From an optimization exercise on the open Yosys and OpenROAD flow, aimed at small area, a short achievable clock period and few clock cycles per item; shortcuts taken in it are not production practice. At most, simulation tests tie the RTL to the original design; equivalence was not proved.

==> flow/design.v <==
`timescale 1ns/1ps
module dsp_block_mapping #(
    parameter NUM_BANKS         = 8,
    parameter CACHE_LINES       = 16,
    parameter BLOCK_SIZE_BYTES  = 64,
    parameter ADDR_WIDTH        = 32,
    parameter BLOCK_ID_WIDTH    = 16
)(
    input  logic                         clk,
    input  logic                         rst_n,
    input  logic [1:0]                   map_mode,
    input  logic [47:0]                  sys_config,
    input  logic                         map_req_valid,
    input  logic [BLOCK_ID_WIDTH-1:0]    block_id,
    input  logic [ADDR_WIDTH-1:0]        base_addr,
    output logic                         map_ready,
    output logic [64:0]                  mapping_result,
    output logic                         map_result_valid,
    input  logic                         map_result_ready,
    output logic [31:0]                  bank_conflict_count,
    output logic [31:0]                  cache_miss_count
);
    localparam int DIV_ROWS = 4;               
    localparam int NGRP     = 16 / DIV_ROWS;   
    localparam int GW       = (NGRP <= 2) ? 1 : (NGRP <= 4) ? 2 : (NGRP <= 8) ? 3 : 4;
    logic [15:0] bs;
    logic [2:0]  bank_mask;
    logic        blocked;
    assign bs        = sys_config[31:16];
    assign bank_mask = {sys_config[43], sys_config[43] | sys_config[42],
                        sys_config[43] | sys_config[42] | sys_config[41]};
    assign blocked   = (map_mode == 2'b01);
    logic vld_q, busy_q;
    logic req_hs, res_hs;
    assign map_ready = ~(vld_q | busy_q);
    assign req_hs    = map_req_valid & map_ready;
    assign res_hs    = vld_q & map_result_ready;
    logic [31:0] l0 [0:16];
    logic [31:0] l1 [0:11];
    logic [31:0] l2 [0:7];
    logic [31:0] l3 [0:5];
    logic [31:0] l4 [0:3];
    logic [31:0] l5 [0:2];
    logic [31:0] l6 [0:1];
    always_comb begin
        for (int i = 0; i < 16; i++) l0[i] = bs[i] ? ({16'd0, block_id} << i) : 32'd0;
        l0[16] = base_addr;
        for (int i = 0; i < 5; i++) begin l1[2*i] = l0[3*i] ^ l0[3*i+1] ^ l0[3*i+2]; l1[2*i+1] = ((l0[3*i] & l0[3*i+1]) | (l0[3*i] & l0[3*i+2]) | (l0[3*i+1] & l0[3*i+2])) << 1; end
        l1[10] = l0[15]; l1[11] = l0[16];
        for (int i = 0; i < 4; i++) begin l2[2*i] = l1[3*i] ^ l1[3*i+1] ^ l1[3*i+2]; l2[2*i+1] = ((l1[3*i] & l1[3*i+1]) | (l1[3*i] & l1[3*i+2]) | (l1[3*i+1] & l1[3*i+2])) << 1; end
        for (int i = 0; i < 2; i++) begin l3[2*i] = l2[3*i] ^ l2[3*i+1] ^ l2[3*i+2]; l3[2*i+1] = ((l2[3*i] & l2[3*i+1]) | (l2[3*i] & l2[3*i+2]) | (l2[3*i+1] & l2[3*i+2])) << 1; end
        l3[4] = l2[6]; l3[5] = l2[7];
        for (int i = 0; i < 2; i++) begin l4[2*i] = l3[3*i] ^ l3[3*i+1] ^ l3[3*i+2]; l4[2*i+1] = ((l3[3*i] & l3[3*i+1]) | (l3[3*i] & l3[3*i+2]) | (l3[3*i+1] & l3[3*i+2])) << 1; end
        l5[0] = l4[0] ^ l4[1] ^ l4[2]; l5[0+1] = ((l4[0] & l4[1]) | (l4[0] & l4[2]) | (l4[1] & l4[2])) << 1; l5[2] = l4[3];
        l6[0] = l5[0] ^ l5[1] ^ l5[2]; l6[0+1] = ((l5[0] & l5[1]) | (l5[0] & l5[2]) | (l5[1] & l5[2])) << 1;
    end
    logic [2:0] prod_lo;
    logic [3:0] line_d;
    assign prod_lo = block_id[2:0] * bs[2:0];
    assign line_d  = base_addr[3:0] + {prod_lo, 1'b0};
    logic [31:0] sum_q;
    logic [30:0] car_q;
    logic [15:0] id_q;
    logic [3:0]  line_q;
    logic [2:0]  bank_q;
    logic [15:0] bs_onehot_any, bs_onehot_many;
    logic        bs_pow2;
    logic [2:0]  q_pow2;
    logic        q_small_ok, q_small;
    logic        fast_ok;
    logic [2:0]  fast_q;
    always_comb begin
        bs_onehot_any[0]  = bs[0];
        bs_onehot_many[0] = 1'b0;
        for (int i = 1; i < 16; i++) begin
            bs_onehot_many[i] = bs_onehot_many[i-1] | (bs_onehot_any[i-1] & bs[i]);
            bs_onehot_any[i]  = bs_onehot_any[i-1] | bs[i];
        end
        bs_pow2 = bs_onehot_any[15] & ~bs_onehot_many[15];
        q_pow2 = '0;
        for (int s = 0; s < 16; s++) begin
            if (bs[s]) q_pow2 = q_pow2 | 3'((block_id >> s) & 16'd7);
        end
    end
    assign q_small_ok = {1'b0, block_id[15:1]} < bs;    
    assign q_small    = block_id >= bs;
    assign fast_ok    = bs_pow2 | q_small_ok;
    assign fast_q     = bs_pow2 ? q_pow2 : {2'b00, q_small};
    logic [GW-1:0] g0;
    logic [15:0]   r_init;
    always_comb begin
        g0     = '0;
        r_init = block_id >> DIV_ROWS;
        for (int g = 1; g < NGRP; g++) begin
            if ((bs >> (16 - DIV_ROWS*g)) == 16'd0) begin
                g0     = GW'(g);
                r_init = block_id >> (DIV_ROWS*g + DIV_ROWS);
            end
        end
    end
    logic [15:0]   r_q;
    logic [GW-1:0] g_q;
    logic [15:0]   bs_q;
    logic [15:0]   r_row [0:DIV_ROWS];
    logic [DIV_ROWS-1:0] id_bits;
    logic [DIV_ROWS-1:0] q_bits;
    assign id_bits = id_q[DIV_ROWS*g_q +: DIV_ROWS];
    assign r_row[0] = r_q;
    genvar k;
    generate
        for (k = 0; k < DIV_ROWS; k++) begin : g_row
            logic [16:0] t, d;
            assign t = {r_row[k], id_bits[DIV_ROWS-1-k]};
            assign d = t - {1'b0, bs_q};
            assign q_bits[DIV_ROWS-1-k] = ~d[16];
            assign r_row[k+1] = d[16] ? t[15:0] : d[15:0];
        end
    endgenerate
    always_ff @(posedge clk or negedge rst_n) begin
        if (!rst_n) begin
            vld_q  <= 1'b0;
            busy_q <= 1'b0;
        end else begin
            if (req_hs) begin
                busy_q <= blocked & ~fast_ok;
                vld_q  <= ~blocked | fast_ok;
            end else if (busy_q) begin
                if (g_q == '0) begin
                    busy_q <= 1'b0;
                    vld_q  <= 1'b1;
                end
            end else if (res_hs) begin
                vld_q  <= 1'b0;
            end
        end
    end
    always_ff @(posedge clk) begin
        sum_q  <= l6[0];
        car_q  <= l6[1][31:1];
        id_q   <= block_id;
        line_q <= line_d;
        bs_q   <= bs;
        r_q    <= busy_q ? r_row[DIV_ROWS] : r_init;
        g_q    <= busy_q ? g_q - GW'(1) : g0;
        if (!blocked)
            bank_q <= block_id[2:0] & bank_mask;
        else if (!busy_q && fast_ok)
            bank_q <= fast_q & bank_mask;
        else if (busy_q && g_q == '0)
            bank_q <= q_bits[2:0] & bank_mask;
    end
    logic [31:0] addr;
    assign addr = sum_q + {car_q, 1'b0};
    assign mapping_result   = {id_q, 5'd0, bank_q, 4'd0, line_q, addr, vld_q};
    assign map_result_valid = vld_q;
    logic [2:0]  last_bank_q;
    logic        have_last_q;
    logic [15:0] seen_q;
    logic [4:0]  miss_q;
    logic [31:0] conf_q;
    logic [15:0] line_hot;
    logic        conf_inc, miss_inc;
    assign line_hot = res_hs ? (16'd1 << line_q) : 16'd0;
    assign conf_inc = res_hs & have_last_q & (last_bank_q == bank_q);
    assign miss_inc = |(line_hot & ~seen_q);
    always_ff @(posedge clk or negedge rst_n) begin
        if (!rst_n) begin
            last_bank_q <= '0;
            have_last_q <= 1'b0;
            seen_q      <= '0;
            miss_q      <= '0;
            conf_q      <= '0;
        end else begin
            if (res_hs) begin
                last_bank_q <= bank_q;
                have_last_q <= 1'b1;
            end
            conf_q <= conf_q + {31'd0, conf_inc};
            miss_q <= miss_q + {4'd0, miss_inc};
            seen_q <= seen_q | line_hot;
        end
    end
    assign bank_conflict_count = conf_q;
    assign cache_miss_count    = {27'd0, miss_q};
endmodule
clock: 55.0 ns
lec_check: 0
cap_margin: 20
core_margin: 2
core_utilization: 65
slew_margin: 20
standard.sh (not shown) runs the stock make flow with config.mk's settings and CLKGATE_MAP_FILE= SYNTH_SCRIPT=/design/flow/synth_recipe.tcl, a recipe that flattens the netlist after the stock synthesis.
==> flow/flow/run.sh <==
#!/bin/bash
# Own layout flow: the standard ORFS flow with three changes:
#  - synthesis runs without the generic ABC pass inside Yosys's synth command
#    (SYNTH_ARGS=-noabc), so full adders are extracted from the design's own
#    XOR/majority structure; the registers are the standard synthesis's;
#  - timing repair aims for extra setup slack at the design's clock period;
#  - the ports get plain buffers.
# Each tool's output goes to a log in this folder (ORFS's per-step logs stay
# under orfs/logs).
set -euo pipefail
export SYNTH_ARGS=-noabc
export SETUP_SLACK_MARGIN=40
export BUFFER_PORTS_ARGS="-buffer_cell sky130_fd_sc_hd__buf_2"
bash standard.sh > standard_flow.log 2>&1
The baseline completed with no timing, DRC or antenna violations.
Testbench counts at the start, summed over its fixed seeds: cycles 25,619, items 12,000.
Change:
--- a/flow/design.v
+++ b/flow/design.v
@@ -20,8 +20,8 @@
     output logic [31:0]                  bank_conflict_count,
     output logic [31:0]                  cache_miss_count
 );
-    localparam int DIV_ROWS = 4;               
-    localparam int NGRP     = 16 / DIV_ROWS;   
+    localparam int DIV_ROWS = 3;                              
+    localparam int NGRP     = (16 + DIV_ROWS - 1) / DIV_ROWS;     
     localparam int GW       = (NGRP <= 2) ? 1 : (NGRP <= 4) ? 2 : (NGRP <= 8) ? 3 : 4;
     logic [15:0] bs;
     logic [2:0]  bank_mask;
@@ -94,26 +94,54 @@
         for (int g = 1; g < NGRP; g++) begin
             if ((bs >> (16 - DIV_ROWS*g)) == 16'd0) begin
                 g0     = GW'(g);
-                r_init = block_id >> (DIV_ROWS*g + DIV_ROWS);
+                r_init = 16'((32'(block_id)) >> (DIV_ROWS*g + DIV_ROWS));
             end
         end
     end
+    function automatic [16:0] sub17(input [16:0] t, input [15:0] b);
+        logic [16:0] x, g, p, gg, pp;
+        x  = {1'b1, ~b};
+        g  = t & x;
+        p  = t ^ x;
+        gg = g;
+        pp = p;
+        gg[0] = g[0] | p[0];    
+        for (int d = 1; d < 17; d = d * 2)
+            for (int i = 0; i < 17; i++)
+                if ((i / d) % 2 == 1) begin
+                    gg[i] = gg[i] | (pp[i] & gg[(i / d) * d - 1]);
+                    pp[i] = pp[i] & pp[(i / d) * d - 1];
+                end
+        sub17 = {gg[16], p[15:0] ^ {gg[14:0], 1'b1}};
+    endfunction
     logic [15:0]   r_q;
     logic [GW-1:0] g_q;
     logic [15:0]   bs_q;
     logic [15:0]   r_row [0:DIV_ROWS];
     logic [DIV_ROWS-1:0] id_bits;
     logic [DIV_ROWS-1:0] q_bits;
-    assign id_bits = id_q[DIV_ROWS*g_q +: DIV_ROWS];
+    logic [2:0]          q_low;     
+    generate
+        if (DIV_ROWS >= 3) begin : g_qlow
+            assign q_low = q_bits[2:0];
+        end else begin : g_qacc
+            logic [2:0] q_acc_q;
+            always_ff @(posedge clk) q_acc_q <= busy_q ? 3'({q_acc_q, q_bits}) : 3'd0;
+            assign q_low = 3'({q_acc_q, q_bits});
+        end
+    endgenerate
+    logic [DIV_ROWS*NGRP-1:0] id_ext;
+    assign id_ext  = (DIV_ROWS*NGRP)'(id_q);
+    assign id_bits = id_ext[DIV_ROWS*g_q +: DIV_ROWS];
     assign r_row[0] = r_q;
     genvar k;
     generate
         for (k = 0; k < DIV_ROWS; k++) begin : g_row
-            logic [16:0] t, d;
-            assign t = {r_row[k], id_bits[DIV_ROWS-1-k]};
-            assign d = t - {1'b0, bs_q};
-            assign q_bits[DIV_ROWS-1-k] = ~d[16];
-            assign r_row[k+1] = d[16] ? t[15:0] : d[15:0];
+            logic [16:0] t, sd;
+            assign t  = {r_row[k], id_bits[DIV_ROWS-1-k]};
+            assign sd = sub17(t, bs_q);
+            assign q_bits[DIV_ROWS-1-k] = sd[16];
+            assign r_row[k+1] = sd[16] ? sd[15:0] : t[15:0];
         end
     endgenerate
     always_ff @(posedge clk or negedge rst_n) begin
@@ -147,7 +175,7 @@
         else if (!busy_q && fast_ok)
             bank_q <= fast_q & bank_mask;
         else if (busy_q && g_q == '0)
-            bank_q <= q_bits[2:0] & bank_mask;
+            bank_q <= q_low & bank_mask;
     end
     logic [31:0] addr;
     assign addr = sum_q + {car_q, 1'b0};
The changed run produced a clean layout.
Final area decreases by a few percent.
Clock-buffer cell count increases by 1.
Synthesized area decreases by a few percent.
Routed wire length decreases by a little under a tenth.
Register-to-register slack is better by 2.9 ns.
Non-clock buffer count decreases by 5.
Worst setup slack is worse by 0.027 ns.
Global-route usage decreases by 0.42 points.
Only the layout flow was run in the second run of this note; the RTL was not checked for function there.

what the ideal ports hide:
The flow's constraints put no driver on any port. The routed layouts listed below were extracted and timed again, unchanged, in two steps.
Step 1 (the two cells are an assumption about what drives the block):
set clk [get_ports {clk}]
set_driving_cell -lib_cell sky130_fd_sc_hd__clkbuf_16 $clk
set_driving_cell -lib_cell sky130_fd_sc_hd__buf_2 [delete_from_list [all_inputs] $clk]
Step 2 also shifts input and output timing later by t, the mid clock arrival at the registers, as if the neighbouring blocks saw the same clock.
a / b / c = ideal ports / drivers / drivers and shift; a / b = the first two.
| run | t, ns | setup WS [ns] | clock arrival spread, ns |
|---|---|---|---|
| the first run | 0.490 | 40.255 / 40.205 / 39.925 | 0.018 / 0.018 |
| the second run | 0.493 | 40.228 / 40.176 / 39.833 | 0.016 / 0.016 |
After both steps setup and hold are still met in every run listed. The setup slack of the second run, which loses most, moves by -0.052 ns with the drivers and by -0.395 ns with both steps.
